What follows belongs to an exercise in optimizing a design on an open flow for small area and a short achievable clock period; a production flow would make more cautious choices.
RTL that was checked went through simulation tests only; none was proved equivalent to the original.
For runs 3 to 5, only the layout was checked, not whether the RTL still works.
Power and IR drop assume default switching activity.

### flow/standard.sh
#!/bin/bash
# synth_recipe.tcl (not shown) runs the flow's synth.tcl, then flattens the netlist and writes it again
# the make line also repeats each setting of config.mk as NAME=value (left out here)
make -C /OpenROAD-flow-scripts/flow DESIGN_CONFIG=/design/flow/config.mk WORK_HOME=/design/flow/orfs CLKGATE_MAP_FILE= SYNTH_SCRIPT=/design/flow/synth_recipe.tcl "${@:-finish}"
### flow/constraint.sdc
create_clock -name core_clock -period 3.5 [get_ports {clk}]
set_input_delay 0.7000 -clock core_clock [delete_from_list [all_inputs] [get_ports {clk}]]
set_output_delay 0.7000 -clock core_clock [all_outputs]
set_load 0.01 [all_outputs]
### flow/config.mk
export PLATFORM = sky130hd
export DESIGN_NAME = fp_add
export DESIGN_NICKNAME = fp_add
export VERILOG_FILES = /design/flow/design.v
export SDC_FILE = /design/flow/constraint.sdc
export NUM_CORES = 4
export LEC_CHECK = 0
export ABC_AREA = 1
export CAP_MARGIN = 20
export CORE_MARGIN = 2
export CORE_UTILIZATION = 40
export CTS_BUF_LIST = sky130_fd_sc_hd__clkbuf_4 sky130_fd_sc_hd__clkbuf_8
export CTS_CLUSTER_DIAMETER = 50
export CTS_CLUSTER_SIZE = 16
export PLACE_DENSITY = 0.7
export SETUP_SLACK_MARGIN = 1.5
export SLEW_MARGIN = 20
### flow/design.v
module fp_add (
  input  logic        clk,
  input  logic        rst,
  input  logic        in_vld,
  input  logic [31:0] a,
  input  logic [31:0] b,
  output logic        sum_vld,
  output logic [31:0] sum
);
  localparam bit CUT1 = 1;   
  localparam bit CUT2 = 1;   
  localparam bit CUT3 = 1;   
  localparam bit CUT4 = 1;   
  localparam bit CUT5 = 1;   
  function automatic logic lt32(input logic [31:0] xa, input logic [31:0] ya);
    logic [31:0] g, e;
    integer w, i;
    g = ~xa & ya;
    e = ~(xa ^ ya);
    for (w = 1; w < 32; w = w * 2)
      for (i = 0; i + w < 32; i = i + 2 * w) begin
        g[i] = g[i + w] | (e[i + w] & g[i]);
        e[i] = e[i + w] & e[i];
      end
    lt32 = g[0];
  endfunction
  function automatic logic [7:0] sub8(input logic [7:0] xa, input logic [7:0] ya);
    logic [8:0] g, p;
    logic [7:0] h;
    integer w, i;
    h = xa ^ ~ya;
    g = {xa & ~ya, 1'b1};
    p = {h, 1'b0};
    for (w = 1; w < 9; w = w * 2)
      for (i = 8; i >= 0; i--)
        if ((i / w) % 2 == 1) begin
          g[i] = g[i] | (p[i] & g[(i / w) * w - 1]);
          p[i] = p[i] & p[(i / w) * w - 1];
        end
    sub8 = h ^ g[7:0];
  endfunction
  function automatic logic [24:0] psum25(input logic [24:0] gi, input logic [24:0] pi,
                                         input logic ci);
    logic [25:0] g, p;
    integer w, i;
    g = {gi, ci};
    p = {pi, 1'b0};
    for (w = 1; w < 26; w = w * 2)
      for (i = 25; i >= 0; i--)
        if ((i / w) % 2 == 1) begin
          g[i] = g[i] | (p[i] & g[(i / w) * w - 1]);
          p[i] = p[i] & p[(i / w) * w - 1];
        end
    psum25 = pi ^ g[24:0];
  endfunction
  logic        swap, sub, ls;
  logic [31:0] x, y;
  logic [8:0]  dab, dba;
  logic [7:0]  dd;
  assign dab  = {1'b0, a[30:23]} - {1'b0, b[30:23]};
  assign dba  = {1'b0, b[30:23]} - {1'b0, a[30:23]};
  assign swap = lt32({24'd0, a[30:23]}, {24'd0, b[30:23]});
  assign x    = swap ? b : a;
  assign y    = swap ? a : b;
  assign dd   = dab[8] ? dba[7:0] : dab[7:0];
  assign sub  = a[31] ^ b[31];
  assign ls   = sub & (a[30:23] == b[30:23]) & lt32({9'd0, a[22:0]}, {9'd0, b[22:0]});
  logic        v1, s1, sub1, ls1, far1;
  logic [7:0]  e1;
  logic [22:0] mx1, my1;
  logic [4:0]  d1;
  if (CUT1) begin : g_cut1
    always_ff @(posedge clk) begin
      if (rst) v1 <= 1'b0;
      else     v1 <= in_vld;
      s1   <= ls ? b[31] : x[31];
      e1   <= x[30:23];
      mx1  <= x[22:0];
      my1  <= y[22:0];
      d1   <= dd[4:0];
      far1 <= dd[7:5] != 3'd0;
      sub1 <= sub;
      ls1  <= ls;
    end
  end else begin : g_nocut1
    assign v1   = in_vld;
    assign s1   = ls ? b[31] : x[31];
    assign e1   = x[30:23];
    assign mx1  = x[22:0];
    assign my1  = y[22:0];
    assign d1   = dd[4:0];
    assign far1 = dd[7:5] != 3'd0;
    assign sub1 = sub;
    assign ls1  = ls;
  end
  logic [23:0] ys;
  logic [24:0] xo, yo, gg, pp;
  assign ys = far1 ? 24'd0 : ({1'b1, my1} >> d1);
  assign xo = {2'b01, mx1} ^ {25{ls1}};
  assign yo = {1'b0, ys} ^ {25{sub1 & ~ls1}};
  assign gg = xo & yo;
  assign pp = xo ^ yo;
  logic        v2, s2, c2;
  logic [7:0]  e2;
  logic [24:0] g2, p2;
  if (CUT2) begin : g_cut2
    always_ff @(posedge clk) begin
      if (rst) v2 <= 1'b0;
      else     v2 <= v1;
      s2 <= s1;
      e2 <= e1;
      g2 <= gg;
      p2 <= pp;
      c2 <= sub1;
    end
  end else begin : g_nocut2
    assign v2 = v1;
    assign s2 = s1;
    assign e2 = e1;
    assign g2 = gg;
    assign p2 = pp;
    assign c2 = sub1;
  end
  logic [24:0] u;
  assign u = psum25(g2, p2, c2);
  logic        v3, s3;
  logic [7:0]  e3;
  logic [24:0] u3;
  if (CUT3) begin : g_cut3
    always_ff @(posedge clk) begin
      if (rst) v3 <= 1'b0;
      else     v3 <= v2;
      s3 <= s2;
      e3 <= e2;
      u3 <= u;
    end
  end else begin : g_nocut3
    assign v3 = v2;
    assign s3 = s2;
    assign e3 = e2;
    assign u3 = u;
  end
  logic [24:0] n1, n2, n3;
  logic [2:0]  lzh;
  logic [3:0] z4;
  assign lzh[2] = u3[24:9] == 16'd0;
  assign lzh[1] = lzh[2] ? u3[8:1] == 8'd0 : u3[24:17] == 8'd0;
  assign z4     = {u3[24:21] == 4'd0, u3[16:13] == 4'd0, u3[8:5] == 4'd0, !u3[0]};
  assign lzh[0] = z4[~lzh[2:1]];
  assign n1     = lzh[2] ? {u3[8:0], 16'd0} : u3;
  assign n2     = lzh[1] ? {n1[16:0], 8'd0} : n1;
  assign n3     = lzh[0] ? {n2[20:0], 4'd0} : n2;
  logic        v4, s4;
  logic [7:0]  e4;
  logic [2:0]  lzh4;
  logic [24:0] n34;
  if (CUT4) begin : g_cut4
    always_ff @(posedge clk) begin
      if (rst) v4 <= 1'b0;
      else     v4 <= v3;
      s4  <= s3;
      e4   <= e3 + 8'd1;
      lzh4 <= lzh;
      n34  <= n3;
    end
  end else begin : g_nocut4
    assign v4  = v3;
    assign s4  = s3;
    assign e4   = e3 + 8'd1;
    assign lzh4 = lzh;
    assign n34  = n3;
  end
  logic [24:0] n4, n5;
  logic [1:0]  lzl;
  assign lzl[1] = n34[24:23] == 2'd0;
  assign n4     = lzl[1] ? {n34[22:0], 2'd0} : n34;
  assign lzl[0] = !n4[24];
  assign n5     = lzl[0] ? {n4[23:0], 1'b0} : n4;
  logic        nz;
  logic [31:0] res;
  assign nz  = n5[24];
  assign res = {s4 & nz, sub8(e4, {3'd0, lzh4, lzl}) & {8{nz}}, n5[23:1]};
  if (CUT5) begin : g_cut5
    always_ff @(posedge clk) begin
      if (rst) sum_vld <= 1'b0;
      else     sum_vld <= v4;
      sum <= res;
    end
  end else begin : g_nocut5
    assign sum_vld = v4;
    assign sum     = res;
  end
endmodule
### flow/flow/run.sh
#!/bin/bash
# The standard layout, with the ports buffered by the smallest plain buffer
# (buf_1) instead of the delay buffer ORFS picks by default.
set -euo pipefail
bash standard.sh BUFFER_PORTS_ARGS="-buffer_cell sky130_fd_sc_hd__buf_1" finish > standard.log 2>&1
==> flow_results.xml, run 1 <==
<?xml version="1.0" encoding="UTF-8"?>
<metrics>
  <group name="logic_synthesis">
    <metric name="number_of_cells_produced_by_synthesis" unit="">1423</metric>
    <metric name="yosysMostFrequentCell" unit="">nand2_1</metric>
    <metric name="post_synth.cell_area_avg" unit="µm²">7.74</metric>
    <metric name="share_of_synthesized_area_occupied_by_flip_flops_and_latches" unit="">0.418</metric>
    <metric name="synth-compound-area-share" unit="">0.109</metric>
    <metric name="synth_seq_cells" unit="">230</metric>
    <metric name="post_synth_num_cell_types" unit="">46</metric>
    <metric name="synth_top_family_by_area" unit="">simple AND/OR/NAND/NOR gates</metric>
    <metric name="netlist.top_cell.by_area" unit="">dfxtp_1</metric>
    <metric name="synth_common_cells" unit="">nand2_1, dfxtp_1, inv_1</metric>
    <metric name="mappedNetlistNets" unit="">1567</metric>
    <metric name="synth_top_cell_area_share" unit="">0.418</metric>
    <metric name="synth.top_cells.by_area" unit="">dfxtp_1, nand2_1, ha_1</metric>
    <metric name="synthSimpleGateAreaFrac" unit="">0.231</metric>
    <metric name="synth_ff_type" unit="">dfxtp_1</metric>
    <metric name="ys_async_sr_fraction" unit="">0</metric>
    <metric name="synth_xor_xnor_area_share" unit="">0.0509</metric>
    <metric name="post_synth_mux_area_share" unit="">0.0182</metric>
    <metric name="synth_edf_count" unit="">0</metric>
    <metric name="post_synthesis_share_of_cell_area_spent_on_full_adders_half_adders_and_majority_gates" unit="">0.0902</metric>
    <metric name="ys.warnings.count" unit="">1</metric>
    <metric name="synth_area" unit="µm²">11000</metric>
  </group>
  <group name="grt">
    <metric name="maximum_number_of_pins_on_one_net_before_global_route_repair" unit="">43</metric>
    <metric name="grt_pass1_vias" unit="">8246</metric>
    <metric name="grt_first_pass_wirelength" unit="mm">38.2</metric>
    <metric name="grt_usage" unit="">0.159</metric>
    <metric name="gr-total-overflow" unit="">0</metric>
    <metric name="grt_antenna_before_repair" unit="">0</metric>
  </group>
  <group name="finish">
    <metric name="stdcell_count" unit="">1893</metric>
    <metric name="design.final.nets" unit="">1681</metric>
    <metric name="drive_gt1_frac" unit="">0.121</metric>
    <metric name="postLayoutCoreUtil" unit="">0.473</metric>
    <metric name="register_area" unit="µm²">4620</metric>
    <metric name="antenna_cells" unit="">0</metric>
    <metric name="area_growth_syn_to_layout" unit="%">15.7</metric>
    <metric name="multi_input_comb_area" unit="µm²">5750</metric>
    <metric name="n_fill_cell" unit="">2658</metric>
  </group>
  <group name="die">
    <metric name="initial_utilization" unit="">0.408</metric>
    <metric name="placement_rows" unit="">60</metric>
    <metric name="die_span_in_x" unit="µm">170</metric>
    <metric name="chipHeight" unit="µm">170</metric>
    <metric name="die_footprint" unit="µm²">28900</metric>
    <metric name="num_io_pins" unit="">100</metric>
    <metric name="floorplan.core_area" unit="µm²">27000</metric>
  </group>
  <group name="timing">
    <metric name="final_setup_tns" unit="ns">0</metric>
    <metric name="fin_crit_sh" unit="">0.571</metric>
    <metric name="maxSlewHeadroom" unit="">0.598</metric>
    <metric name="maxClockFrequency" unit="MHz">500</metric>
    <metric name="final_hold_viol_count" unit="">0</metric>
    <metric name="grt_setup_unrepaired" unit="">yes</metric>
    <metric name="fin_crit" unit="ns">2.00</metric>
    <metric name="timing.final.setup_violations" unit="">0</metric>
    <metric name="finalMaxSlewViolations" unit="">0</metric>
    <metric name="max_slew.worst_pin.slew" unit="ns">0.602</metric>
    <metric name="worst_skew" unit="ns">0.0225</metric>
  </group>
  <group name="power">
    <metric name="power_per_cell_area" unit="nW/µm²">698</metric>
    <metric name="vdd_drop_max" unit="V">0.000278</metric>
    <metric name="p_total" unit="µW">8890</metric>
    <metric name="power_leakage" unit="µW">0.00606</metric>
  </group>
  <group name="route">
    <metric name="post_drt_via_cell_ratio" unit="">4.82</metric>
    <metric name="number_of_optimization_iterations_in_the_first_detailed_route_pass" unit="">5</metric>
    <metric name="totalWireLength" unit="mm">24.5</metric>
    <metric name="route.detailed.drc" unit="">0</metric>
    <metric name="drt.antenna.violating_nets" unit="">0</metric>
    <metric name="route.vias.total" unit="">9118</metric>
    <metric name="drt_first_iter_violations" unit="">529</metric>
    <metric name="wl_per_cell" unit="µm">12.9</metric>
  </group>
  <group name="critical_path">
    <metric name="crit_slowest_cell" unit="">ha_2</metric>
    <metric name="critPathArrivalTime" unit="ns">2.49</metric>
    <metric name="cp-end-kind" unit="">register</metric>
    <metric name="critPathBufInv" unit="">4</metric>
    <metric name="regToRegSetupSlack" unit="ns">1.51</metric>
    <metric name="critical_path_required" unit="ns">3.99</metric>
    <metric name="criticalPathCategory" unit="">in -&gt; reg</metric>
    <metric name="worst_path_dominant_cell_family" unit="">buffers and inverters</metric>
    <metric name="slowest_delay" unit="ns">0.41</metric>
    <metric name="cp_cell_sequence" unit="">buf_1, inv_1, ha_2, nand2_4, nor2_4, o21ai_2, buf_4, o211ai_4, clkbuf_16, nor2_1, a21oi_1</metric>
    <metric name="timing.critical_path.from_type" unit="">input port</metric>
    <metric name="critical_path.max_fanout" unit="">21</metric>
  </group>
  <group name="cts">
    <metric name="clock_h_tree_levels" unit="">1</metric>
    <metric name="clk_path_buf_depth" unit="">3</metric>
    <metric name="cts_sinks" unit="">230</metric>
    <metric name="cts.reportedPaths.clkPinSlew" unit="ns">0.09</metric>
    <metric name="worst_skew_pair.late_latency" unit="ns">0.55</metric>
    <metric name="tritoncts_clock_tree" unit="">built</metric>
    <metric name="ctsHoldBuffers" unit="">0</metric>
    <metric name="inserted_clock_buffers" unit="">24</metric>
    <metric name="ctsRootBufferMaster" unit="">clkbuf_8</metric>
  </group>
  <group name="status">
    <metric name="run_status" unit="">timing/DRC/antenna clean</metric>
  </group>
  <group name="placement">
    <metric name="cell_count_post_placement" unit="">1816</metric>
    <metric name="dp_hpwl" unit="mm">17.6</metric>
    <metric name="placement.io_buffers" unit="">99</metric>
    <metric name="place.gp.congestion" unit="">0.920</metric>
  </group>
  <group name="run">
    <metric name="drv_cap" unit="">0</metric>
  </group>
  <group name="hold_path">
    <metric name="hold_path.class" unit="">reg -&gt; reg</metric>
  </group>
</metrics>
==> what timing repair did <==
action,CTS,global route
gates cloned,5,7
endpoints found under the setup margin,111,77
pin swaps,3,10
buffers inserted,2,22
resized for setup,15,66
==> power breakdown <==
group          internal, µW  leakage (µW)  switching [µW]
Combinational          1210       0.00386            1930
Clock                   830      0.000266             986
Sequential             3440       0.00194             497
==> state kept, by name, summed over array words and instances (netlist names), 3 cells and up <==
signal,flops
my1,23
e1,8
d1,5
lzh4,3
u3,25
g2,24
e2,8
mx1,23
e3,8
p2,25
sum,32
n34,25
e4,8
==> final timing paths <==
kind / startpoint / end / cells past startpoint
min: e2[4]$_DFF_P_ / e3[4]$_DFF_P_ / 0
max reg2reg: d1[4]$_DFF_P_ / p2[13]$_DFF_P_ / 6
max: a[29] / my1[14]$_DFF_P_ / 11
min reg2reg: e2[4]$_DFF_P_ / e3[4]$_DFF_P_ / 0
==> layout by cell type, fill, tap and decap left out, types with 4 or more instances in the layout <==
cell and n:
a21oi_1 73, a21oi_2 10, and2_1 6, buf_1 97
buf_4 24, buf_6 6, clkbuf_16 4, clkbuf_8 26
clkinvlp_4 6, dfxtp_1 226, dfxtp_4 4, ha_1 66
ha_2 5, inv_1 139, inv_2 9, inv_8 5
mux2i_1 20, nand2_1 367, nand2_2 13, nand3_1 86
nand3_2 8, nand4_1 5, nor2_1 87, nor2_2 5
nor3_1 6, o211ai_1 13, o21ai_0 75, o21ai_1 10
o21ai_2 18, o21bai_1 4, or2_1 4, or2_2 11
xnor2_1 11, xor2_1 53
==> per-layer routing <==
| metal | track usage | wire length, µm | vias to the layer above |
|---|---|---|---|
| met1 | 0.211 | 11300 | 4073 |
| met3 | 0.0233 | 923 | 59 |
| met4 | 0.0595 | 850 | 0 |
| li1 | - | - | 4781 |
| met5 | 0 | 0 | - |
| met2 | 0.263 | 11400 | 205 |
==> kinds of logic after synthesis <==
family	after synthesis
adders and majority gates	77
xor gates and xnor gates	64
DFF	230
AOI/OAI and AO/OA	215
buffers and inverters	207
muxes	20
and+or+nand+nor	610
==> metrics by stage <==
| stage | setup slack (ns) | cell area (µm²) | hold slack (ns) |
|---|---|---|---|
| after detailed placement | 0.646 | 11600 | 0.312 |
| after global routing | 1.46 | 12700 | 0.336 |
| after global placement | 0.672 | 11600 | 0.313 |
| after CTS | 1.51 | 12200 | 0.315 |
| final | 1.50 | 12700 | 0.331 |
| after floorplan | 1.39 | 11100 | 0.310 |
==> layout make-up <==
type                            instances  area share
Timing Repair Buffer                  136      0.0610
Clock buffer                           27      0.0287
Sequential cell                       230       0.363
Inverter                              154      0.0483
Clock inverter                         14      0.0127
Multi-Input combinational cell        989       0.452
Tap cell                              341      0.0335
Timing Repair inverter                  2     0.00118
==> inputs of run 2 (changes only) <==
--- a/flow/config.mk
+++ b/flow/config.mk
@@ -12,6 +12,6 @@
 export CTS_BUF_LIST = sky130_fd_sc_hd__clkbuf_4 sky130_fd_sc_hd__clkbuf_8
 export CTS_CLUSTER_DIAMETER = 50
 export CTS_CLUSTER_SIZE = 16
-export PLACE_DENSITY = 0.7
+export PLACE_DENSITY = 0.6
 export SETUP_SLACK_MARGIN = 1.5
 export SLEW_MARGIN = 20
==> run 2 against run 1 <==
  * Still clean on timing, DRC and antenna
  * Critical path depth is 2 lower
  * Sequential cell count stayed put
  * Register-to-register slack better by 0.05 ns
  * Power is 1.8% higher
  * Combinational power is 1% lower
  * Clock-buffer cell count is 1 higher
  * Die area stayed put
  * Non-clock buffer count is 11 lower
  * Maximum frequency is 3.0% higher
  * First-iteration DRC count is 27% lower
  * Utilization is 0.31 points lower
  * Cell count is 0.48% lower
  * Critical path type is now reg -> reg
==> flow_results.xml, run 2 <==
<?xml version="1.0" encoding="UTF-8"?>
<metrics>
  <group name="critical_path">
    <metric name="crit_slowest_cell" unit="">dfxtp_4</metric>
    <metric name="cp_cell_sequence" unit="">buf_6, or2_2, o21ai_2, nand2_1, nand3_2, nand3_1, nand3_1, xor2_1, ha_1</metric>
    <metric name="critical_path_required" unit="ns">3.94</metric>
    <metric name="criticalPathCategory" unit="">reg -&gt; reg</metric>
    <metric name="cp-end-kind" unit="">register</metric>
    <metric name="worst_path_dominant_cell_family" unit="">simple AND/OR/NAND/NOR gates</metric>
    <metric name="cp.depth" unit="">9</metric>
    <metric name="critical_path.max_fanout" unit="">8</metric>
    <metric name="critPathBufInv" unit="">1</metric>
    <metric name="critPathArrivalTime" unit="ns">2.38</metric>
    <metric name="slowest_delay" unit="ns">0.40</metric>
    <metric name="worst-r2r-cell-count" unit="">9</metric>
    <metric name="timing.critical_path.from_type" unit="">register</metric>
    <metric name="crit_top_cell" unit="">nand3_1</metric>
  </group>
  <group name="logic_synthesis">
    <metric name="number_of_cells_produced_by_synthesis" unit="">1423</metric>
    <metric name="post_synth.cell_area_avg" unit="µm²">7.74</metric>
    <metric name="synth_area" unit="µm²">11000</metric>
    <metric name="synth_seq_cells" unit="">230</metric>
    <metric name="share_of_synthesized_area_occupied_by_flip_flops_and_latches" unit="">0.418</metric>
    <metric name="synth_common_cells" unit="">nand2_1, dfxtp_1, inv_1</metric>
    <metric name="synth_ff_type" unit="">dfxtp_1</metric>
    <metric name="yosysMostFrequentCell" unit="">nand2_1</metric>
    <metric name="synth_edf_count" unit="">0</metric>
    <metric name="mappedNetlistNets" unit="">1567</metric>
    <metric name="ys_async_sr_fraction" unit="">0</metric>
    <metric name="synth_top_cell_area_share" unit="">0.418</metric>
    <metric name="post_synth_num_cell_types" unit="">46</metric>
    <metric name="netlist.top_cell.by_area" unit="">dfxtp_1</metric>
    <metric name="ys.warnings.count" unit="">1</metric>
    <metric name="synth.top_cells.by_area" unit="">dfxtp_1, nand2_1, ha_1</metric>
  </group>
  <group name="finish">
    <metric name="design.final.nets" unit="">1669</metric>
    <metric name="largest_register_by_flop_count" unit="">sum</metric>
    <metric name="final_cell_mix" unit="">nand2_1, dfxtp_1, inv_1</metric>
    <metric name="drive_gt1_frac" unit="">0.111</metric>
    <metric name="area_growth_syn_to_layout" unit="%">14.9</metric>
    <metric name="n_fill_cell" unit="">2701</metric>
    <metric name="most_common_cell_after_layout_fill_and_taps_aside" unit="">nand2_1</metric>
    <metric name="antenna_cells" unit="">0</metric>
    <metric name="largest_register_ffs" unit="">32</metric>
    <metric name="postLayoutCoreUtil" unit="">0.469</metric>
  </group>
  <group name="power">
    <metric name="p_sw" unit="µW">3410</metric>
    <metric name="power_leakage" unit="µW">0.00602</metric>
    <metric name="vdd_drop_max" unit="V">0.000271</metric>
    <metric name="power.share.combinational" unit="">0.342</metric>
    <metric name="pwr-share-clk" unit="">0.223</metric>
    <metric name="power_per_cell_area" unit="nW/µm²">715</metric>
    <metric name="power_switching_share" unit="">0.377</metric>
    <metric name="intPower" unit="µW">5630</metric>
    <metric name="seq_power_share" unit="">0.436</metric>
  </group>
  <group name="grt">
    <metric name="globalRoute.busiestLayer" unit="">met2</metric>
    <metric name="grt_usage" unit="">0.165</metric>
    <metric name="use_met1" unit="">0.217</metric>
    <metric name="maximum_number_of_pins_on_one_net_before_global_route_repair" unit="">50</metric>
    <metric name="grt_first_pass_wirelength" unit="mm">39.2</metric>
    <metric name="grt_antenna_before_repair" unit="">0</metric>
    <metric name="gr-total-overflow" unit="">0</metric>
    <metric name="grt.met3_usage" unit="">0.0221</metric>
    <metric name="grt_pass1_vias" unit="">8147</metric>
    <metric name="m2_gr_usage" unit="">0.279</metric>
  </group>
  <group name="run">
    <metric name="drv_cap" unit="">0</metric>
  </group>
  <group name="route">
    <metric name="route.vias.total" unit="">8810</metric>
    <metric name="wl_per_cell" unit="µm">12.7</metric>
    <metric name="number_of_optimization_iterations_in_the_first_detailed_route_pass" unit="">5</metric>
    <metric name="totalWireLength" unit="mm">23.8</metric>
    <metric name="post_drt_via_cell_ratio" unit="">4.68</metric>
    <metric name="route.detailed.drc" unit="">0</metric>
    <metric name="drt_first_iter_violations" unit="">386</metric>
    <metric name="drt.antenna.violating_nets" unit="">0</metric>
  </group>
  <group name="timing">
    <metric name="maxClockFrequency" unit="MHz">515</metric>
    <metric name="worst_skew" unit="ns">0.0166</metric>
    <metric name="grt_setup_unrepaired" unit="">yes</metric>
    <metric name="maxSlewHeadroom" unit="">0.629</metric>
    <metric name="fin_crit_sh" unit="">0.555</metric>
    <metric name="max_slew.worst_pin.slew" unit="ns">0.556</metric>
    <metric name="finalMaxSlewViolations" unit="">0</metric>
    <metric name="final_setup_tns" unit="ns">0</metric>
    <metric name="final_hold_viol_count" unit="">0</metric>
    <metric name="fin_crit" unit="ns">1.94</metric>
    <metric name="timing.final.setup_violations" unit="">0</metric>
  </group>
  <group name="die">
    <metric name="die_footprint" unit="µm²">28900</metric>
    <metric name="placement_rows" unit="">60</metric>
    <metric name="chipHeight" unit="µm">170</metric>
    <metric name="floorplan.core_area" unit="µm²">27000</metric>
    <metric name="num_io_pins" unit="">100</metric>
    <metric name="initial_utilization" unit="">0.408</metric>
    <metric name="die_span_in_x" unit="µm">170</metric>
  </group>
  <group name="hold_path">
    <metric name="hold_path.class" unit="">in -&gt; reg</metric>
    <metric name="hold-path-cell-count" unit="">3</metric>
  </group>
  <group name="cts">
    <metric name="inserted_clock_buffers" unit="">25</metric>
    <metric name="ctsRootBufferMaster" unit="">clkbuf_8</metric>
    <metric name="clock_h_tree_levels" unit="">1</metric>
    <metric name="cts_sinks" unit="">230</metric>
    <metric name="tritoncts_clock_tree" unit="">built</metric>
    <metric name="worst_skew_pair.late_latency" unit="ns">0.56</metric>
    <metric name="clk_path_buf_depth" unit="">3</metric>
    <metric name="cts.reportedPaths.clkPinSlew" unit="ns">0.09</metric>
    <metric name="ctsHoldBuffers" unit="">0</metric>
  </group>
  <group name="placement">
    <metric name="place.gp.congestion" unit="">0.903</metric>
    <metric name="dp_hpwl" unit="mm">18.0</metric>
    <metric name="placement.io_buffers" unit="">99</metric>
  </group>
  <group name="status">
    <metric name="run_status" unit="">timing/DRC/antenna clean</metric>
  </group>
</metrics>
==> run 2: cell counts after synthesis <==
Identical to the previous run, type by type.
==> run 2: cells by family after synthesis <==
kind of cell / share of synthesized area
AOI/OAI and AO/OA: 0.109
xor gates and xnor gates: 0.0509
adders and majority gates: 0.0902
buffers and inverters: 0.0827
DFF: 0.418
muxes: 0.0182
and+or+nand+nor: 0.231
==> run 2: stage by stage <==
stage / power (µW) / hold WS [ns] / cell area (µm²) / instances / setup slack, ns
2_1_floorplan: 6070 / 0.310 / 11100 / 1423 / 1.39
6_report: 9050 / 0.321 / 12700 / 1884 / 1.56
5_1_grt: 9800 / 0.286 / 12700 / 1884 / 1.43
3_5_place_dp: 6850 / 0.312 / 11600 / 1816 / 0.756
4_1_cts: 9000 / 0.271 / 12400 / 1872 / 1.50
3_3_place_gp: 6820 / 0.312 / 11600 / 1816 / 0.774
==> run 2: final timing paths <==
check,start,end,slack [ns]
hold / removal,in_vld,v1$_SDFF_PP0_,0.32
hold reg to reg,e2[5]$_DFF_P_,e3[5]$_DFF_P_,0.32
setup / recovery,d1[0]$_DFF_P_,p2[11]$_DFF_P_,1.56
setup reg to reg,d1[0]$_DFF_P_,p2[11]$_DFF_P_,1.56
==> run 2: timing repair <==
item / 4_1_cts / 5_1_grt
cloned: 6 / 0
setup endpoints to repair: 120 / 94
setup buffers: 5 / 12
resized for setup: 17 / 57
pin swaps: 1 / 12
==> run 2: routing by layer <==
layer | vias to the layer above | wire [µm]
li1 | 4754 | -
met1 | 3837 | 11400
met2 | 179 | 10900
met3 | 40 | 985
met4 | 0 | 584
met5 | - | 0
==> run 2: worst reg2reg max path: stages (launching register included) <==
cell	delay, ns
dfxtp_4	0.40
buf_6	0.15
or2_2	0.30
o21ai_2	0.08
nand2_1	0.12
nand3_2	0.10
nand3_1	0.07
nand3_1	0.13
xor2_1	0.22
ha_1	0.26
==> run 2: cell type report <==
| cell class | count | area (µm²) | area share |
|---|---|---|---|
| Timing Repair Buffer | 125 | 654 | 0.0517 |
| Timing Repair inverter | 2 | 15.0 | 0.00119 |
| Clock inverter | 17 | 223 | 0.0176 |
| Multi-Input combinational cell | 987 | 5720 | 0.452 |
| Clock buffer | 28 | 379 | 0.0300 |
| Tap cell | 341 | 427 | 0.0337 |
| Sequential cell | 230 | 4620 | 0.365 |
| Inverter | 154 | 611 | 0.0483 |
==> run 2: power by group through the flow <==
stage / clock network, µW / logic, µW / registers [µW]
3_5_place_dp: 0 / 2850 / 4000
2_1_floorplan: 0 / 2190 / 3880
3_3_place_gp: 0 / 2820 / 4000
4_1_cts: 2090 / 2960 / 3950
5_1_grt: 2190 / 3570 / 4030
6_report: 2010 / 3090 / 3940
==> inputs of run 3 (changes only) <==
--- a/flow/design.v
+++ b/flow/design.v
@@ -13,31 +13,16 @@
   localparam bit CUT4 = 1;   
   localparam bit CUT5 = 1;   
   function automatic logic lt32(input logic [31:0] xa, input logic [31:0] ya);
-    logic [31:0] g, e;
+    logic [31:0] g, k;
     integer w, i;
-    g = ~xa & ya;
-    e = ~(xa ^ ya);
+    g = ~xa & ya;   
+    k = ~xa | ya;   
     for (w = 1; w < 32; w = w * 2)
       for (i = 0; i + w < 32; i = i + 2 * w) begin
-        g[i] = g[i + w] | (e[i + w] & g[i]);
-        e[i] = e[i + w] & e[i];
+        g[i] = g[i + w] | (k[i + w] & g[i]);
+        k[i] = k[i + w] & k[i];
       end
     lt32 = g[0];
-  endfunction
-  function automatic logic [7:0] sub8(input logic [7:0] xa, input logic [7:0] ya);
-    logic [8:0] g, p;
-    logic [7:0] h;
-    integer w, i;
-    h = xa ^ ~ya;
-    g = {xa & ~ya, 1'b1};
-    p = {h, 1'b0};
-    for (w = 1; w < 9; w = w * 2)
-      for (i = 8; i >= 0; i--)
-        if ((i / w) % 2 == 1) begin
-          g[i] = g[i] | (p[i] & g[(i / w) * w - 1]);
-          p[i] = p[i] & p[(i / w) * w - 1];
-        end
-    sub8 = h ^ g[7:0];
   endfunction
   function automatic logic [24:0] psum25(input logic [24:0] gi, input logic [24:0] pi,
                                          input logic ci);
@@ -176,10 +161,18 @@
   assign n4     = lzl[1] ? {n34[22:0], 2'd0} : n34;
   assign lzl[0] = !n4[24];
   assign n5     = lzl[0] ? {n4[23:0], 1'b0} : n4;
+  logic [7:0] ea;
+  logic [5:0] eu;
+  logic [2:0] el;
+  logic [7:0] ef;
+  assign ea = {e4[7:2] - {3'd0, lzh4}, e4[1:0]};
+  assign eu = ea[7:2] - 6'd1;
+  assign el = {1'b0, ea[1:0]} - {1'b0, lzl};
+  assign ef = {el[2] ? eu : ea[7:2], el[1:0]};
   logic        nz;
   logic [31:0] res;
   assign nz  = n5[24];
-  assign res = {s4 & nz, sub8(e4, {3'd0, lzh4, lzl}) & {8{nz}}, n5[23:1]};
+  assign res = {s4 & nz, ef & {8{nz}}, n5[23:1]};
   if (CUT5) begin : g_cut5
     always_ff @(posedge clk) begin
       if (rst) sum_vld <= 1'b0;
--- a/flow/config.mk
+++ b/flow/config.mk
@@ -13,5 +13,5 @@
 export CTS_CLUSTER_DIAMETER = 50
 export CTS_CLUSTER_SIZE = 16
 export PLACE_DENSITY = 0.6
-export SETUP_SLACK_MARGIN = 1.5
+export SETUP_SLACK_MARGIN = 1.6
 export SLEW_MARGIN = 20
==> run 3 against run 2 <==
  * Still clean
  * Critical path depth is 5 higher
  * Maximum frequency is 4.5% lower
  * Clock power hardly changed
  * Sequential cell count stayed put
  * Die area is 0.43% lower
  * Non-clock buffer count is 35 higher
  * Via count is 6.4% higher
  * Synthesized area is 0.44% lower
  * Cell area is 11% higher
  * Setup slack worse by 0.091 ns
  * Sequential share of layout area is 3.8 points lower
  * Clock-buffer cell count is 1 higher
  * Critical path type unchanged
  * Critical endpoint is now p2[3]$_DFF_P_
  * Largest cell class unchanged
==> flow_results.xml, run 3 <==
<?xml version="1.0" encoding="UTF-8"?>
<metrics>
  <group name="power">
    <metric name="pwr-share-clk" unit="">0.209</metric>
    <metric name="seq_power_share" unit="">0.410</metric>
    <metric name="power.share.combinational" unit="">0.381</metric>
    <metric name="power_per_cell_area" unit="nW/µm²">681</metric>
    <metric name="power_switching_share" unit="">0.384</metric>
    <metric name="intPower" unit="µW">5920</metric>
    <metric name="p_total" unit="µW">9600</metric>
    <metric name="vdd_drop_max" unit="V">0.000321</metric>
    <metric name="power_leakage" unit="µW">0.00648</metric>
    <metric name="p_sw" unit="µW">3680</metric>
  </group>
  <group name="logic_synthesis">
    <metric name="synth.top_cells.by_area" unit="">dfxtp_1, nand2_1, ha_1</metric>
    <metric name="netlist.top_cell.by_area" unit="">dfxtp_1</metric>
    <metric name="post_synth.cell_area_avg" unit="µm²">7.54</metric>
    <metric name="synth_top_cell_area_share" unit="">0.420</metric>
    <metric name="mappedNetlistNets" unit="">1575</metric>
    <metric name="synth_seq_cells" unit="">230</metric>
    <metric name="synth_ff_type" unit="">dfxtp_1</metric>
    <metric name="post_synth_num_cell_types" unit="">45</metric>
    <metric name="synth_area" unit="µm²">11000</metric>
    <metric name="number_of_cells_produced_by_synthesis" unit="">1453</metric>
    <metric name="synth_common_cells" unit="">nand2_1, dfxtp_1, inv_1</metric>
    <metric name="ys.warnings.count" unit="">1</metric>
    <metric name="yosysMostFrequentCell" unit="">nand2_1</metric>
    <metric name="synth_edf_count" unit="">0</metric>
    <metric name="ys_async_sr_fraction" unit="">0</metric>
    <metric name="share_of_synthesized_area_occupied_by_flip_flops_and_latches" unit="">0.420</metric>
  </group>
  <group name="critical_path">
    <metric name="critPathArrivalTime" unit="ns">2.48</metric>
    <metric name="worst_path_dominant_cell_family" unit="">simple AND/OR/NAND/NOR gates</metric>
    <metric name="critical_path_required" unit="ns">3.94</metric>
    <metric name="timing.critical_path.from_type" unit="">register</metric>
    <metric name="crit_start" unit="">d1[0]$_DFF_P_</metric>
    <metric name="criticalPathCategory" unit="">reg -&gt; reg</metric>
    <metric name="cp-end-kind" unit="">register</metric>
    <metric name="critPathBufInv" unit="">3</metric>
    <metric name="slowest_delay" unit="ns">0.37</metric>
    <metric name="rr_startpoint" unit="">d1[0]$_DFF_P_</metric>
    <metric name="cp_cell_sequence" unit="">buf_12, buf_8, buf_16, or2_1, o21ai_2, nand2_1, o211ai_2, nand3_1, nand2_2, nand2_2, nand2_1, nand2_1, nand2_2, ha_4</metric>
    <metric name="crit_slowest_cell" unit="">dfxtp_4</metric>
    <metric name="critical_path.max_fanout" unit="">7</metric>
  </group>
  <group name="cts">
    <metric name="ctsHoldBuffers" unit="">0</metric>
    <metric name="worst_skew_pair.late_latency" unit="ns">0.56</metric>
    <metric name="cts_sinks" unit="">230</metric>
    <metric name="tritoncts_clock_tree" unit="">built</metric>
    <metric name="ctsRootBufferMaster" unit="">clkbuf_8</metric>
    <metric name="clk_path_buf_depth" unit="">3</metric>
    <metric name="cts.reportedPaths.clkPinSlew" unit="ns">0.09</metric>
    <metric name="inserted_clock_buffers" unit="">25</metric>
    <metric name="clock_h_tree_levels" unit="">1</metric>
  </group>
  <group name="timing">
    <metric name="grt_setup_unrepaired" unit="">yes</metric>
    <metric name="fin_crit" unit="ns">2.03</metric>
    <metric name="final_setup_tns" unit="ns">0</metric>
    <metric name="maxSlewHeadroom" unit="">0.602</metric>
    <metric name="timing.final.setup_violations" unit="">0</metric>
    <metric name="fin_crit_sh" unit="">0.581</metric>
    <metric name="maxClockFrequency" unit="MHz">492</metric>
    <metric name="max_slew.worst_pin.slew" unit="ns">0.596</metric>
    <metric name="fin_ws" unit="ns">1.47</metric>
    <metric name="finalMaxSlewViolations" unit="">0</metric>
    <metric name="final_hold_viol_count" unit="">0</metric>
    <metric name="worst_skew" unit="ns">0.0321</metric>
  </group>
  <group name="route">
    <metric name="drt.antenna.violating_nets" unit="">0</metric>
    <metric name="drt_first_iter_violations" unit="">454</metric>
    <metric name="route.vias.total" unit="">9377</metric>
    <metric name="totalWireLength" unit="mm">26.6</metric>
    <metric name="number_of_optimization_iterations_in_the_first_detailed_route_pass" unit="">5</metric>
    <metric name="post_drt_via_cell_ratio" unit="">4.79</metric>
    <metric name="route.detailed.drc" unit="">0</metric>
    <metric name="wl_per_cell" unit="µm">13.6</metric>
  </group>
  <group name="grt">
    <metric name="gr-total-overflow" unit="">0</metric>
    <metric name="maximum_number_of_pins_on_one_net_before_global_route_repair" unit="">33</metric>
    <metric name="grt_pass1_vias" unit="">8641</metric>
    <metric name="grt_usage" unit="">0.172</metric>
    <metric name="grt_antenna_before_repair" unit="">0</metric>
    <metric name="grt_first_pass_wirelength" unit="mm">41.0</metric>
  </group>
  <group name="placement">
    <metric name="place.gp.congestion" unit="">0.907</metric>
    <metric name="dp_hpwl" unit="mm">17.9</metric>
    <metric name="place_worst_setup_slack" unit="ns">0.535</metric>
    <metric name="placement.io_buffers" unit="">99</metric>
  </group>
  <group name="run">
    <metric name="drv_cap" unit="">0</metric>
  </group>
  <group name="die">
    <metric name="initial_utilization" unit="">0.407</metric>
    <metric name="chipHeight" unit="µm">170</metric>
    <metric name="num_io_pins" unit="">100</metric>
    <metric name="die_span_in_x" unit="µm">170</metric>
    <metric name="die_footprint" unit="µm²">28700</metric>
    <metric name="placement_rows" unit="">60</metric>
    <metric name="floorplan.core_area" unit="µm²">27000</metric>
  </group>
  <group name="status">
    <metric name="run_status" unit="">timing/DRC/antenna clean</metric>
  </group>
  <group name="hold_path">
    <metric name="worst_hold_startpoint" unit="">e1[3]$_DFF_P_</metric>
    <metric name="hold_path.class" unit="">reg -&gt; reg</metric>
  </group>
  <group name="finish">
    <metric name="most_common_cell_after_layout_fill_and_taps_aside" unit="">nand2_1</metric>
    <metric name="drive_gt1_frac" unit="">0.233</metric>
    <metric name="final_cell_mix" unit="">nand2_1, dfxtp_1, inv_1</metric>
    <metric name="antenna_cells" unit="">0</metric>
    <metric name="largest_register_by_flop_count" unit="">sum</metric>
    <metric name="area_growth_syn_to_layout" unit="%">28.6</metric>
    <metric name="design.final.nets" unit="">1721</metric>
    <metric name="largest_register_ffs" unit="">32</metric>
  </group>
</metrics>
## run 3: worst register-to-register path: stages, from the launching register on
cell and delay (ns):
dfxtp_4 0.37, buf_12 0.13, buf_8 0.13, buf_16 0.13
or2_1 0.24, o21ai_2 0.09, nand2_1 0.09, o211ai_2 0.08
nand3_1 0.11, nand2_2 0.08, nand2_2 0.06, nand2_1 0.08
nand2_1 0.06, nand2_2 0.09, ha_4 0.19
## run 3: metal layers
metal,up-vias,track usage,part of all wire
met5,-,0,0
met4,0,0.0513,0.027
met3,64,0.0236,0.036
met2,197,0.306,0.50
met1,4175,0.217,0.44
li1,4941,-,-
## run 3: worst paths after layout
check | to | slack [ns] | depth (start not counted)
worst max-delay path | p2[3]$_DFF_P_ | 1.47 | 14
worst min-delay path | e2[3]$_DFF_P_ | 0.33 | 0
worst max register to register | p2[3]$_DFF_P_ | 1.47 | 14
worst min register to register | e2[3]$_DFF_P_ | 0.33 | 0
## run 3: cell type report
class / instances / area [µm²]
Timing Repair Buffer: 160 / 1290
Clock buffer: 29 / 387
Clock inverter: 16 / 215
Timing Repair inverter: 5 / 35.0
Inverter: 170 / 672
Fill cell: 2525 / 12900
Tap cell: 341 / 427
Sequential cell: 230 / 4620
Multi-Input combinational cell: 1007 / 6460
## run 3: cells by family (layout without fill, tap and decap cells)
group                    Yosys count  in the layout  synth area share
XOR/XNOR                          66             66            0.0527
multiplexers                      20             20            0.0183
flip-flops                       230            230             0.420
buffers and inverters            221            380            0.0832
AND/OR/NAND/NOR                  628            633             0.237
AO/OA/AOI/OAI                    233            233             0.123
adder cells (fa/ha/maj)           55             55            0.0655
## run 3: per-stage QoR
stage,hold slack [ns],cells,area (µm²),utilization
finish,0.330,1958,14100,0.523
detailed placement,0.312,1854,11600,0.431
floorplan,0.310,1453,11000,-
global route,0.315,1958,14100,0.523
global placement,0.313,1854,11600,0.431
CTS,0.306,1934,13000,0.484
## run 3: timing repair
item	CTS	global route
endpoints found under the setup margin	109	136
cloned	14	10
pin swaps	48	62
gates resized for setup	126	240
setup buffers	21	14
## run 3: power groups by stage
stage | sequential, µW | combinational (µW) | clock, µW
2_1_floorplan | 3880 | 2160 | 0
3_3_place_gp | 3960 | 2860 | 0
3_5_place_dp | 3960 | 2890 | 0
4_1_cts | 3920 | 3230 | 2070
5_1_grt | 4020 | 4130 | 2180
6_report | 3940 | 3660 | 2000
==> inputs of run 4 (changes only) <==
--- a/flow/config.mk
+++ b/flow/config.mk
@@ -13,5 +13,5 @@
 export CTS_CLUSTER_DIAMETER = 50
 export CTS_CLUSTER_SIZE = 16
 export PLACE_DENSITY = 0.6
-export SETUP_SLACK_MARGIN = 1.6
+export SETUP_SLACK_MARGIN = 1.5
 export SLEW_MARGIN = 20
==> run 4 against run 3 <==
  * Still clean on timing, DRC and antenna
  * Non-clock buffer count fell by 16
  * Utilization shrank 3.1 points
  * Hold slack got worse by 0.0019 ns
  * Clock power about the same
  * Maximum frequency is 3.0% lower
  * Die area unchanged
  * Cell area decreased by 6.0%
  * Routed wire length shrank 2.6%
  * Synthesized area stayed put
  * Largest cell class unchanged
==> flow_results.xml, run 4 <==
<?xml version="1.0" encoding="UTF-8"?>
<metrics>
  <group name="status">
    <metric name="run_status" unit="">timing/DRC/antenna clean</metric>
  </group>
  <group name="logic_synthesis">
    <metric name="ys.warnings.count" unit="">1</metric>
    <metric name="synth_seq_cells" unit="">230</metric>
    <metric name="synth_top_cell_area_share" unit="">0.420</metric>
    <metric name="synth_area" unit="µm²">11000</metric>
    <metric name="synth.top_cells.by_area" unit="">dfxtp_1, nand2_1, ha_1</metric>
    <metric name="post_synth.cell_area_avg" unit="µm²">7.54</metric>
    <metric name="yosysMostFrequentCell" unit="">nand2_1</metric>
    <metric name="number_of_cells_produced_by_synthesis" unit="">1453</metric>
    <metric name="synth_common_cells" unit="">nand2_1, dfxtp_1, inv_1</metric>
    <metric name="synth_ff_type" unit="">dfxtp_1</metric>
    <metric name="mappedNetlistNets" unit="">1575</metric>
    <metric name="ys_async_sr_fraction" unit="">0</metric>
    <metric name="share_of_synthesized_area_occupied_by_flip_flops_and_latches" unit="">0.420</metric>
    <metric name="synth_edf_count" unit="">0</metric>
    <metric name="post_synth_num_cell_types" unit="">45</metric>
    <metric name="netlist.top_cell.by_area" unit="">dfxtp_1</metric>
  </group>
  <group name="critical_path">
    <metric name="regToRegSetupSlack" unit="ns">1.40</metric>
    <metric name="criticalPathCategory" unit="">reg -&gt; reg</metric>
    <metric name="rr_startpoint" unit="">d1[0]$_DFF_P_</metric>
    <metric name="worst_r2r_endpoint" unit="">p2[9]$_DFF_P_</metric>
    <metric name="critical_path_required" unit="ns">3.96</metric>
    <metric name="cp-end-kind" unit="">register</metric>
    <metric name="cp.depth" unit="">12</metric>
    <metric name="critPathBufInv" unit="">2</metric>
    <metric name="critical_path.endpoint" unit="">p2[9]$_DFF_P_</metric>
    <metric name="worst-r2r-cell-count" unit="">12</metric>
    <metric name="slowest_delay" unit="ns">0.40</metric>
    <metric name="crit_start" unit="">d1[0]$_DFF_P_</metric>
    <metric name="cp_cell_sequence" unit="">buf_12, clkinvlp_4, nand2_1, and2_4, nand2_1, nand2_1, nand2_1, nand2_1, nand2_1, nand3_2, xor2_1, ha_1</metric>
    <metric name="crit_slowest_cell" unit="">dfxtp_4</metric>
    <metric name="worst_path_dominant_cell_family" unit="">simple AND/OR/NAND/NOR gates</metric>
    <metric name="critPathArrivalTime" unit="ns">2.56</metric>
    <metric name="critical_path.max_fanout" unit="">8</metric>
    <metric name="timing.critical_path.from_type" unit="">register</metric>
    <metric name="crit_top_cell" unit="">nand2_1</metric>
  </group>
  <group name="timing">
    <metric name="max_slew.worst_pin.slew" unit="ns">0.466</metric>
    <metric name="maxSlewHeadroom" unit="">0.689</metric>
    <metric name="finalMaxSlewViolations" unit="">0</metric>
    <metric name="fin_crit_sh" unit="">0.599</metric>
    <metric name="fin_ws" unit="ns">1.40</metric>
    <metric name="grt_setup_unrepaired" unit="">yes</metric>
    <metric name="maxClockFrequency" unit="MHz">477</metric>
    <metric name="final_hold_viol_count" unit="">0</metric>
    <metric name="timing.final.setup_violations" unit="">0</metric>
    <metric name="worst_skew" unit="ns">0.0428</metric>
    <metric name="fin_crit" unit="ns">2.10</metric>
    <metric name="fin_worst_hold_slack" unit="ns">0.328</metric>
    <metric name="final_setup_tns" unit="ns">0</metric>
  </group>
  <group name="finish">
    <metric name="final_cell_mix" unit="">nand2_1, dfxtp_1, inv_1</metric>
    <metric name="postLayoutCoreUtil" unit="">0.492</metric>
    <metric name="area_growth_syn_to_layout" unit="%">20.9</metric>
    <metric name="n_fill_cell" unit="">2663</metric>
    <metric name="largest_register_by_flop_count" unit="">sum</metric>
    <metric name="design.final.nets" unit="">1701</metric>
    <metric name="antenna_cells" unit="">0</metric>
    <metric name="largest_register_ffs" unit="">32</metric>
    <metric name="most_common_cell_after_layout_fill_and_taps_aside" unit="">nand2_1</metric>
    <metric name="drive_gt1_frac" unit="">0.157</metric>
  </group>
  <group name="die">
    <metric name="num_io_pins" unit="">100</metric>
    <metric name="placement_rows" unit="">60</metric>
    <metric name="initial_utilization" unit="">0.407</metric>
    <metric name="die_span_in_x" unit="µm">170</metric>
    <metric name="floorplan.core_area" unit="µm²">27000</metric>
    <metric name="chipHeight" unit="µm">170</metric>
    <metric name="die_footprint" unit="µm²">28700</metric>
  </group>
  <group name="placement">
    <metric name="dp_hpwl" unit="mm">17.9</metric>
    <metric name="place.gp.congestion" unit="">0.892</metric>
    <metric name="placement.io_buffers" unit="">99</metric>
    <metric name="place_worst_setup_slack" unit="ns">0.487</metric>
  </group>
  <group name="grt">
    <metric name="gr-total-overflow" unit="">0</metric>
    <metric name="grt_pass1_vias" unit="">8392</metric>
    <metric name="grt_antenna_before_repair" unit="">0</metric>
    <metric name="maximum_number_of_pins_on_one_net_before_global_route_repair" unit="">78</metric>
    <metric name="grt_first_pass_wirelength" unit="mm">39.3</metric>
    <metric name="grt_usage" unit="">0.165</metric>
  </group>
  <group name="route">
    <metric name="totalWireLength" unit="mm">25.9</metric>
    <metric name="post_drt_via_cell_ratio" unit="">4.80</metric>
    <metric name="route.vias.total" unit="">9293</metric>
    <metric name="drt.antenna.violating_nets" unit="">0</metric>
    <metric name="wl_per_cell" unit="µm">13.3</metric>
    <metric name="route.detailed.drc" unit="">0</metric>
    <metric name="drt_first_iter_violations" unit="">372</metric>
    <metric name="number_of_optimization_iterations_in_the_first_detailed_route_pass" unit="">6</metric>
  </group>
  <group name="cts">
    <metric name="ctsRootBufferMaster" unit="">clkbuf_8</metric>
    <metric name="tritoncts_clock_tree" unit="">built</metric>
    <metric name="clk_path_buf_depth" unit="">3</metric>
    <metric name="clock_h_tree_levels" unit="">1</metric>
    <metric name="cts_sinks" unit="">230</metric>
    <metric name="worst_skew_pair.late_latency" unit="ns">0.58</metric>
    <metric name="cts.reportedPaths.clkPinSlew" unit="ns">0.09</metric>
    <metric name="inserted_clock_buffers" unit="">25</metric>
  </group>
  <group name="run">
    <metric name="drv_cap" unit="">0</metric>
  </group>
  <group name="power">
    <metric name="vdd_drop_max" unit="V">0.000354</metric>
    <metric name="power_per_cell_area" unit="nW/µm²">701</metric>
    <metric name="power_leakage" unit="µW">0.00623</metric>
    <metric name="p_total" unit="µW">9290</metric>
  </group>
  <group name="hold_path">
    <metric name="hold_path.class" unit="">reg -&gt; reg</metric>
  </group>
</metrics>
run 4: changes by cell type in the layout (fill, tap and decap cells not counted), moves of 7 or more:
cell / previous run / this run
o21ai_2: 49 / 28
a21oi_1: 39 / 47
nor2_4: 14 / 7
nand3_1: 72 / 90
buf_16: 8 / 1
nand2_2: 61 / 34
nand3_2: 27 / 11
nand2_1: 316 / 356
o21ai_0: 54 / 68
o21ai_1: 31 / 40
nand2_4: 19 / 8
buf_6: 17 / 7
nor2_1: 74 / 81
run 4: area by class of cell:
type	count	area [µm²]	share of cell area
well taps	341	427	0.0322
repair inverters	5	32.5	0.00245
flip-flops and latches	230	4610	0.348
inverters	170	669	0.0505
multi-input cells	1003	5860	0.442
clock buffers	29	393	0.0296
repair buffers	144	1050	0.0795
clock inverters	16	209	0.0158
run 4: worst min path at each step:
stage	start	end	slack (ns)	depth (start not counted)
2_1_floorplan	e1[0]$_DFF_P_	e2[0]$_DFF_P_	0.31	0
3_3_place_gp	s1$_DFF_P_	s2$_DFF_P_	0.31	0
3_5_place_dp	e1[7]$_DFF_P_	e2[7]$_DFF_P_	0.31	0
4_1_cts	in_vld	v1$_SDFF_PP0_	0.30	3
5_1_grt	in_vld	v1$_SDFF_PP0_	0.31	3
6_report	s1$_DFF_P_	s2$_DFF_P_	0.33	0
run 4: routing by layer:
metal	vias up	GRT usage	share of wire
li1	4895	-	-
met1	4140	0.213	0.45
met2	202	0.286	0.48
met4	0	0.0472	0.027
met3	56	0.0254	0.041
met5	-	0	0
run 4: cells by family (layout without fill, tap and decap cells):
| group | after synthesis | in the layout | synth area share |
|---|---|---|---|
| AOI/OAI and AO/OA | 233 | 233 | 0.123 |
| xor gates and xnor gates | 66 | 66 | 0.0527 |
| adders and majority gates | 55 | 55 | 0.0655 |
| buffers and inverters | 221 | 364 | 0.0832 |
| DFF | 230 | 230 | 0.420 |
| muxes | 20 | 20 | 0.0183 |
| and+or+nand+nor | 628 | 629 | 0.237 |
run 4: metrics by stage:
stage                     cell area (µm²)  cells
after floorplan                     11000   1453
after global placement              11600   1853
after detailed placement            11600   1853
after CTS                           12500   1916
after global routing                13300   1938
final                               13300   1938
run 4: where the power goes:
part | internal, µW | switching [µW] | leakage [µW]
Clock | 965 | 1040 | 0.000304
Combinational | 1330 | 2030 | 0.00399
Sequential | 3430 | 486 | 0.00193
run 4: repair_timing:
action                     CTS  global route
pin swaps                   16            22
resized for setup           45           147
setup endpoints to repair  106           113
cloned                       8            15
setup buffers               10             7
hold buffers                 0             0
==> inputs of run 5 (changes only) <==
--- a/flow/design.v
+++ b/flow/design.v
@@ -61,7 +61,7 @@
       s1   <= ls ? b[31] : x[31];
       e1   <= x[30:23];
       mx1  <= x[22:0];
-      my1  <= y[22:0];
+      my1  <= y[22:0] ^ {23{sub}};
       d1   <= dd[4:0];
       far1 <= dd[7:5] != 3'd0;
       sub1 <= sub;
@@ -72,7 +72,7 @@
     assign s1   = ls ? b[31] : x[31];
     assign e1   = x[30:23];
     assign mx1  = x[22:0];
-    assign my1  = y[22:0];
+    assign my1  = y[22:0] ^ {23{sub}};
     assign d1   = dd[4:0];
     assign far1 = dd[7:5] != 3'd0;
     assign sub1 = sub;
@@ -80,12 +80,14 @@
   end
   logic [23:0] ys;
   logic [24:0] xo, yo, gg, pp;
-  assign ys = far1 ? 24'd0 : ({1'b1, my1} >> d1);
-  assign xo = {2'b01, mx1} ^ {25{ls1}};
-  assign yo = {1'b0, ys} ^ {25{sub1 & ~ls1}};
+  logic [55:0] yw;
+  assign yw = {{32{sub1}}, ~sub1, my1} >> d1;
+  assign ys = far1 ? {24{sub1}} : yw[23:0];
+  assign xo = {2'b01, mx1};
+  assign yo = {sub1, ys};
   assign gg = xo & yo;
   assign pp = xo ^ yo;
-  logic        v2, s2, c2;
+  logic        v2, s2, c2, ls2;
   logic [7:0]  e2;
   logic [24:0] g2, p2;
   if (CUT2) begin : g_cut2
@@ -93,21 +95,23 @@
       if (rst) v2 <= 1'b0;
       else     v2 <= v1;
       s2 <= s1;
-      e2 <= e1;
       g2 <= gg;
       p2 <= pp;
-      c2 <= sub1;
+      c2  <= sub1 & ~ls1;
+      ls2 <= ls1;
+      e2  <= e1 + 8'd1;
     end
   end else begin : g_nocut2
     assign v2 = v1;
     assign s2 = s1;
-    assign e2 = e1;
-    assign g2 = gg;
-    assign p2 = pp;
-    assign c2 = sub1;
+    assign e2  = e1 + 8'd1;
+    assign g2  = gg;
+    assign p2  = pp;
+    assign c2  = sub1 & ~ls1;
+    assign ls2 = ls1;
   end
   logic [24:0] u;
-  assign u = psum25(g2, p2, c2);
+  assign u = psum25(g2, p2, c2) ^ {25{ls2}};
   logic        v3, s3;
   logic [7:0]  e3;
   logic [24:0] u3;
@@ -137,23 +141,20 @@
   assign n3     = lzh[0] ? {n2[20:0], 4'd0} : n2;
   logic        v4, s4;
   logic [7:0]  e4;
-  logic [2:0]  lzh4;
   logic [24:0] n34;
   if (CUT4) begin : g_cut4
     always_ff @(posedge clk) begin
       if (rst) v4 <= 1'b0;
       else     v4 <= v3;
       s4  <= s3;
-      e4   <= e3 + 8'd1;
-      lzh4 <= lzh;
-      n34  <= n3;
+      e4  <= {e3[7:2] - {3'd0, lzh}, e3[1:0]};
+      n34 <= n3;
     end
   end else begin : g_nocut4
     assign v4  = v3;
     assign s4  = s3;
-    assign e4   = e3 + 8'd1;
-    assign lzh4 = lzh;
-    assign n34  = n3;
+    assign e4  = {e3[7:2] - {3'd0, lzh}, e3[1:0]};
+    assign n34 = n3;
   end
   logic [24:0] n4, n5;
   logic [1:0]  lzl;
@@ -161,14 +162,12 @@
   assign n4     = lzl[1] ? {n34[22:0], 2'd0} : n34;
   assign lzl[0] = !n4[24];
   assign n5     = lzl[0] ? {n4[23:0], 1'b0} : n4;
-  logic [7:0] ea;
+  logic [2:0] el;
   logic [5:0] eu;
-  logic [2:0] el;
   logic [7:0] ef;
-  assign ea = {e4[7:2] - {3'd0, lzh4}, e4[1:0]};
-  assign eu = ea[7:2] - 6'd1;
-  assign el = {1'b0, ea[1:0]} - {1'b0, lzl};
-  assign ef = {el[2] ? eu : ea[7:2], el[1:0]};
+  assign el = {1'b0, e4[1:0]} - {1'b0, lzl};
+  assign eu = e4[7:2] - 6'd1;
+  assign ef = {el[2] ? eu : e4[7:2], el[1:0]};
   logic        nz;
   logic [31:0] res;
   assign nz  = n5[24];
--- a/flow/config.mk
+++ b/flow/config.mk
@@ -13,5 +13,5 @@
 export CTS_CLUSTER_DIAMETER = 50
 export CTS_CLUSTER_SIZE = 16
 export PLACE_DENSITY = 0.6
-export SETUP_SLACK_MARGIN = 1.5
+export SETUP_SLACK_MARGIN = 1.6
 export SLEW_MARGIN = 20
==> run 5 against run 4 <==
  * Utilization rose by 0.72 points
  * Clock power barely moved
  * Routed wire length rose by 7.1%
  * Synthesized cell count rose by 5.6%
  * Sequential cell count fell by 2
  * Clock-buffer cell count fell by 1
  * Critical path depth rose by 1
  * Die area rose by 2.7%
  * Setup slack got worse by 0.0019 ns
  * First-iteration DRC count rose by 53%
==> flow_results.xml, run 5 <==
<?xml version="1.0" encoding="UTF-8"?>
<metrics>
  <group name="finish">
    <metric name="n_fill_cell" unit="">2820</metric>
    <metric name="final_cell_mix" unit="">nand2_1, dfxtp_1, inv_1</metric>
    <metric name="final_area" unit="µm²">13900</metric>
    <metric name="area_growth_syn_to_layout" unit="%">23.1</metric>
    <metric name="most_common_cell_after_layout_fill_and_taps_aside" unit="">nand2_1</metric>
    <metric name="largest_register_ffs" unit="">32</metric>
    <metric name="drive_gt1_frac" unit="">0.169</metric>
    <metric name="antenna_cells" unit="">0</metric>
    <metric name="postLayoutCoreUtil" unit="">0.499</metric>
    <metric name="design.final.nets" unit="">1819</metric>
    <metric name="largest_register_by_flop_count" unit="">sum</metric>
  </group>
  <group name="power">
    <metric name="power_switching_share" unit="">0.390</metric>
    <metric name="power_per_cell_area" unit="nW/µm²">731</metric>
    <metric name="p_sw" unit="µW">3950</metric>
    <metric name="power_leakage" unit="µW">0.00660</metric>
    <metric name="seq_power_share" unit="">0.393</metric>
    <metric name="intPower" unit="µW">6180</metric>
    <metric name="pwr-share-clk" unit="">0.201</metric>
    <metric name="vdd_drop_max" unit="V">0.000310</metric>
    <metric name="power.share.combinational" unit="">0.406</metric>
  </group>
  <group name="grt">
    <metric name="maximum_number_of_pins_on_one_net_before_global_route_repair" unit="">30</metric>
    <metric name="grt_first_pass_wirelength" unit="mm">43.7</metric>
    <metric name="m2_gr_usage" unit="">0.322</metric>
    <metric name="grt_pass1_vias" unit="">9143</metric>
    <metric name="grt_usage" unit="">0.181</metric>
    <metric name="use_met1" unit="">0.223</metric>
    <metric name="grt_antenna_before_repair" unit="">0</metric>
    <metric name="gr-total-overflow" unit="">0</metric>
    <metric name="globalRoute.busiestLayer" unit="">met2</metric>
    <metric name="grt.met3_usage" unit="">0.0255</metric>
  </group>
  <group name="critical_path">
    <metric name="worst_r2r_endpoint" unit="">e4[6]$_DFF_P_</metric>
    <metric name="crit_start" unit="">u3[11]$_DFF_P_</metric>
    <metric name="regToRegSetupSlack" unit="ns">1.40</metric>
    <metric name="cp-end-kind" unit="">register</metric>
    <metric name="timing.critical_path.from_type" unit="">register</metric>
    <metric name="criticalPathCategory" unit="">reg -&gt; reg</metric>
    <metric name="worst-r2r-cell-count" unit="">13</metric>
    <metric name="critPathArrivalTime" unit="ns">2.59</metric>
    <metric name="rr_startpoint" unit="">u3[11]$_DFF_P_</metric>
    <metric name="critical_path.max_fanout" unit="">2</metric>
    <metric name="critical_path_required" unit="ns">3.99</metric>
  </group>
  <group name="die">
    <metric name="die_span_in_x" unit="µm">172</metric>
    <metric name="die_footprint" unit="µm²">29500</metric>
    <metric name="initial_utilization" unit="">0.405</metric>
    <metric name="floorplan.core_area" unit="µm²">27800</metric>
    <metric name="placement_rows" unit="">61</metric>
    <metric name="chipHeight" unit="µm">172</metric>
    <metric name="num_io_pins" unit="">100</metric>
  </group>
  <group name="timing">
    <metric name="max_slew.worst_pin.slew" unit="ns">0.552</metric>
    <metric name="grt_setup_unrepaired" unit="">yes</metric>
    <metric name="fin_ws" unit="ns">1.40</metric>
    <metric name="final_hold_viol_count" unit="">0</metric>
    <metric name="maxClockFrequency" unit="MHz">477</metric>
    <metric name="maxSlewHeadroom" unit="">0.630</metric>
    <metric name="fin_crit_sh" unit="">0.599</metric>
    <metric name="fin_crit" unit="ns">2.10</metric>
    <metric name="timing.final.setup_violations" unit="">0</metric>
    <metric name="worst_skew" unit="ns">0.0163</metric>
    <metric name="finalMaxSlewViolations" unit="">0</metric>
    <metric name="final_setup_tns" unit="ns">0</metric>
  </group>
  <group name="route">
    <metric name="drt_first_iter_violations" unit="">568</metric>
    <metric name="drt.antenna.violating_nets" unit="">0</metric>
    <metric name="route.detailed.drc" unit="">0</metric>
    <metric name="post_drt_via_cell_ratio" unit="">4.75</metric>
    <metric name="route.vias.total" unit="">9962</metric>
    <metric name="totalWireLength" unit="mm">27.7</metric>
    <metric name="wl_per_cell" unit="µm">13.2</metric>
    <metric name="number_of_optimization_iterations_in_the_first_detailed_route_pass" unit="">6</metric>
  </group>
  <group name="hold_path">
    <metric name="worst_hold_startpoint" unit="">in_vld</metric>
    <metric name="hold-path-cell-count" unit="">3</metric>
    <metric name="hold_path.class" unit="">in -&gt; reg</metric>
    <metric name="min_delay_worst_endpoint" unit="">v1$_SDFF_PP0_</metric>
  </group>
  <group name="logic_synthesis">
    <metric name="post_synth_num_cell_types" unit="">46</metric>
    <metric name="number_of_cells_produced_by_synthesis" unit="">1535</metric>
    <metric name="synth_area" unit="µm²">11300</metric>
    <metric name="netlist.top_cell.by_area" unit="">dfxtp_1</metric>
    <metric name="synth_edf_count" unit="">0</metric>
    <metric name="ys.warnings.count" unit="">1</metric>
    <metric name="synth_seq_cells" unit="">228</metric>
    <metric name="synth_top_cell_area_share" unit="">0.405</metric>
    <metric name="synth_common_cells" unit="">nand2_1, dfxtp_1, inv_1</metric>
    <metric name="mappedNetlistNets" unit="">1656</metric>
    <metric name="share_of_synthesized_area_occupied_by_flip_flops_and_latches" unit="">0.405</metric>
    <metric name="post_synth.cell_area_avg" unit="µm²">7.34</metric>
    <metric name="ys_async_sr_fraction" unit="">0</metric>
    <metric name="yosysMostFrequentCell" unit="">nand2_1</metric>
    <metric name="synth_ff_type" unit="">dfxtp_1</metric>
    <metric name="synth.top_cells.by_area" unit="">dfxtp_1, nand2_1, inv_1</metric>
  </group>
  <group name="cts">
    <metric name="inserted_clock_buffers" unit="">26</metric>
    <metric name="cts.reportedPaths.clkPinSlew" unit="ns">0.09</metric>
    <metric name="ctsRootBufferMaster" unit="">clkbuf_8</metric>
    <metric name="worst_skew_pair.late_latency" unit="ns">0.56</metric>
    <metric name="clock_h_tree_levels" unit="">1</metric>
    <metric name="cts_sinks" unit="">228</metric>
    <metric name="tritoncts_clock_tree" unit="">built</metric>
    <metric name="clk_path_buf_depth" unit="">3</metric>
  </group>
  <group name="placement">
    <metric name="placement.io_buffers" unit="">99</metric>
    <metric name="place_area" unit="µm²">12100</metric>
    <metric name="place.gp.congestion" unit="">0.912</metric>
    <metric name="place_worst_setup_slack" unit="ns">0.595</metric>
    <metric name="dp_hpwl" unit="mm">19.8</metric>
  </group>
  <group name="run">
    <metric name="drv_cap" unit="">0</metric>
  </group>
  <group name="status">
    <metric name="run_status" unit="">timing/DRC/antenna clean</metric>
  </group>
</metrics>
## run 5: kinds of logic (layout without fill, tap and decap cells)
family | after synthesis | count (layout) | share of synthesized area
and+or+nand+nor | 689 | 691 | 0.251
buffers and inverters | 251 | 432 | 0.0941
AOI/OAI and AO/OA | 228 | 228 | 0.118
DFF | 228 | 228 | 0.405
xor gates and xnor gates | 59 | 59 | 0.0466
adders and majority gates | 54 | 54 | 0.0627
muxes | 26 | 26 | 0.0231
## run 5: layout make-up
| type | count | area, µm² | area share |
|---|---|---|---|
| tap | 378 | 473 | 0.0341 |
| timing repair inverter | 4 | 28.8 | 0.00208 |
| inverter | 194 | 767 | 0.0553 |
| clock inverter | 20 | 238 | 0.0171 |
| sequential | 228 | 4580 | 0.331 |
| multi-input combinational | 1058 | 6110 | 0.441 |
| clock buffer | 28 | 385 | 0.0278 |
| timing repair buffer | 186 | 1280 | 0.0924 |
## run 5: worst max path at each step
stage	to	slack (ns)	depth (start not counted)
6_report	e4[6]$_DFF_P_	1.40	13
5_1_grt	e4[6]$_DFF_P_	1.32	13
4_1_cts	e4[6]$_DFF_P_	1.46	13
3_5_place_dp	e4[6]$_DFF_P_	0.59	12
3_3_place_gp	e4[6]$_DFF_P_	0.57	12
2_1_floorplan	d1[4]$_DFF_P_	1.47	11
## run 5: critical path: stages (launching register included)
cell	delay, ns
dfxtp_2	0.34
inv_2	0.06
nand4_1	0.19
buf_4	0.21
inv_2	0.04
nor2_1	0.03
nor2_1	0.10
o22ai_2	0.11
nand2_4	0.13
inv_8	0.05
ha_4	0.16
fa_2	0.35
o21ai_2	0.14
xor2_1	0.13
## run 5: through the flow
| stage | instances | power (µW) | hold WS [ns] |
|---|---|---|---|
| finish | 2096 | 10100 | 0.320 |
| global route | 2096 | 10900 | 0.299 |
| CTS | 2067 | 9810 | 0.284 |
| detailed placement | 1969 | 7400 | 0.313 |
| global placement | 1969 | 7360 | 0.312 |
| floorplan | 1535 | 6490 | 0.310 |
## run 5: metal layers
| layer | share of wire | wire (µm) |
|---|---|---|
| met3 | 0.044 | 1220 |
| met5 | 0 | 0 |
| met2 | 0.48 | 13300 |
| met1 | 0.44 | 12300 |
| met4 | 0.031 | 872 |
## run 5: repair_timing
action	in CTS	in global routing
pin swaps	18	34
hold buffers	0	0
hold endpoints to repair	0	0
resized for setup	66	114
endpoints found under the setup margin	118	131
cloned	5	7
buffers inserted	45	22
## run 5: power groups by stage
stage / sequential, µW / clock [µW] / combinational [µW]
6_report: 3980 / 2030 / 4120
5_1_grt: 4080 / 2200 / 4650
2_1_floorplan: 3970 / 0 / 2520
3_3_place_gp: 4000 / 0 / 3360
3_5_place_dp: 4010 / 0 / 3390
4_1_cts: 3970 / 2100 / 3740

what the ideal ports hide:
No port has a modelled driver above. Below, the same layouts with a new extraction and two added sets of constraints.
Step 1 (the two cells are an assumption about what drives the block):
set clk [get_ports {clk}]
set_driving_cell -lib_cell sky130_fd_sc_hd__clkbuf_16 $clk
set_driving_cell -lib_cell sky130_fd_sc_hd__buf_2 [delete_from_list [all_inputs] $clk]
Step 2, shift: input delay + t, output delay - t, t = (earliest + latest rising clock arrival at the registers) / 2. This alone moves slack from input paths to output paths.
Slacks: ideal ports / drivers / drivers and shift; pairs: ideal ports / drivers.
run	t, ns	setup slack, ns	worst hold slack (ns)	worst setup path at the end
run 1	0.585	1.500 / 1.508 / 0.929	0.331 / 0.321 / 0.331	input to register
run 2	0.592	1.558 / 1.558 / 1.011	0.321 / 0.299 / 0.324	input to register
run 3	0.588	1.467 / 1.457 / 0.869	0.330 / 0.320 / 0.330	input to register
run 4	0.601	1.405 / 1.405 / 0.868	0.328 / 0.313 / 0.328	input to register
run 5	0.596	1.403 / 1.403 / 1.110	0.320 / 0.296 / 0.329	input to register
After both steps every run listed still meets setup and hold. For run 3, which loses most, drivers alone change the setup slack by -0.010 ns; drivers and shift together by -0.598 ns.
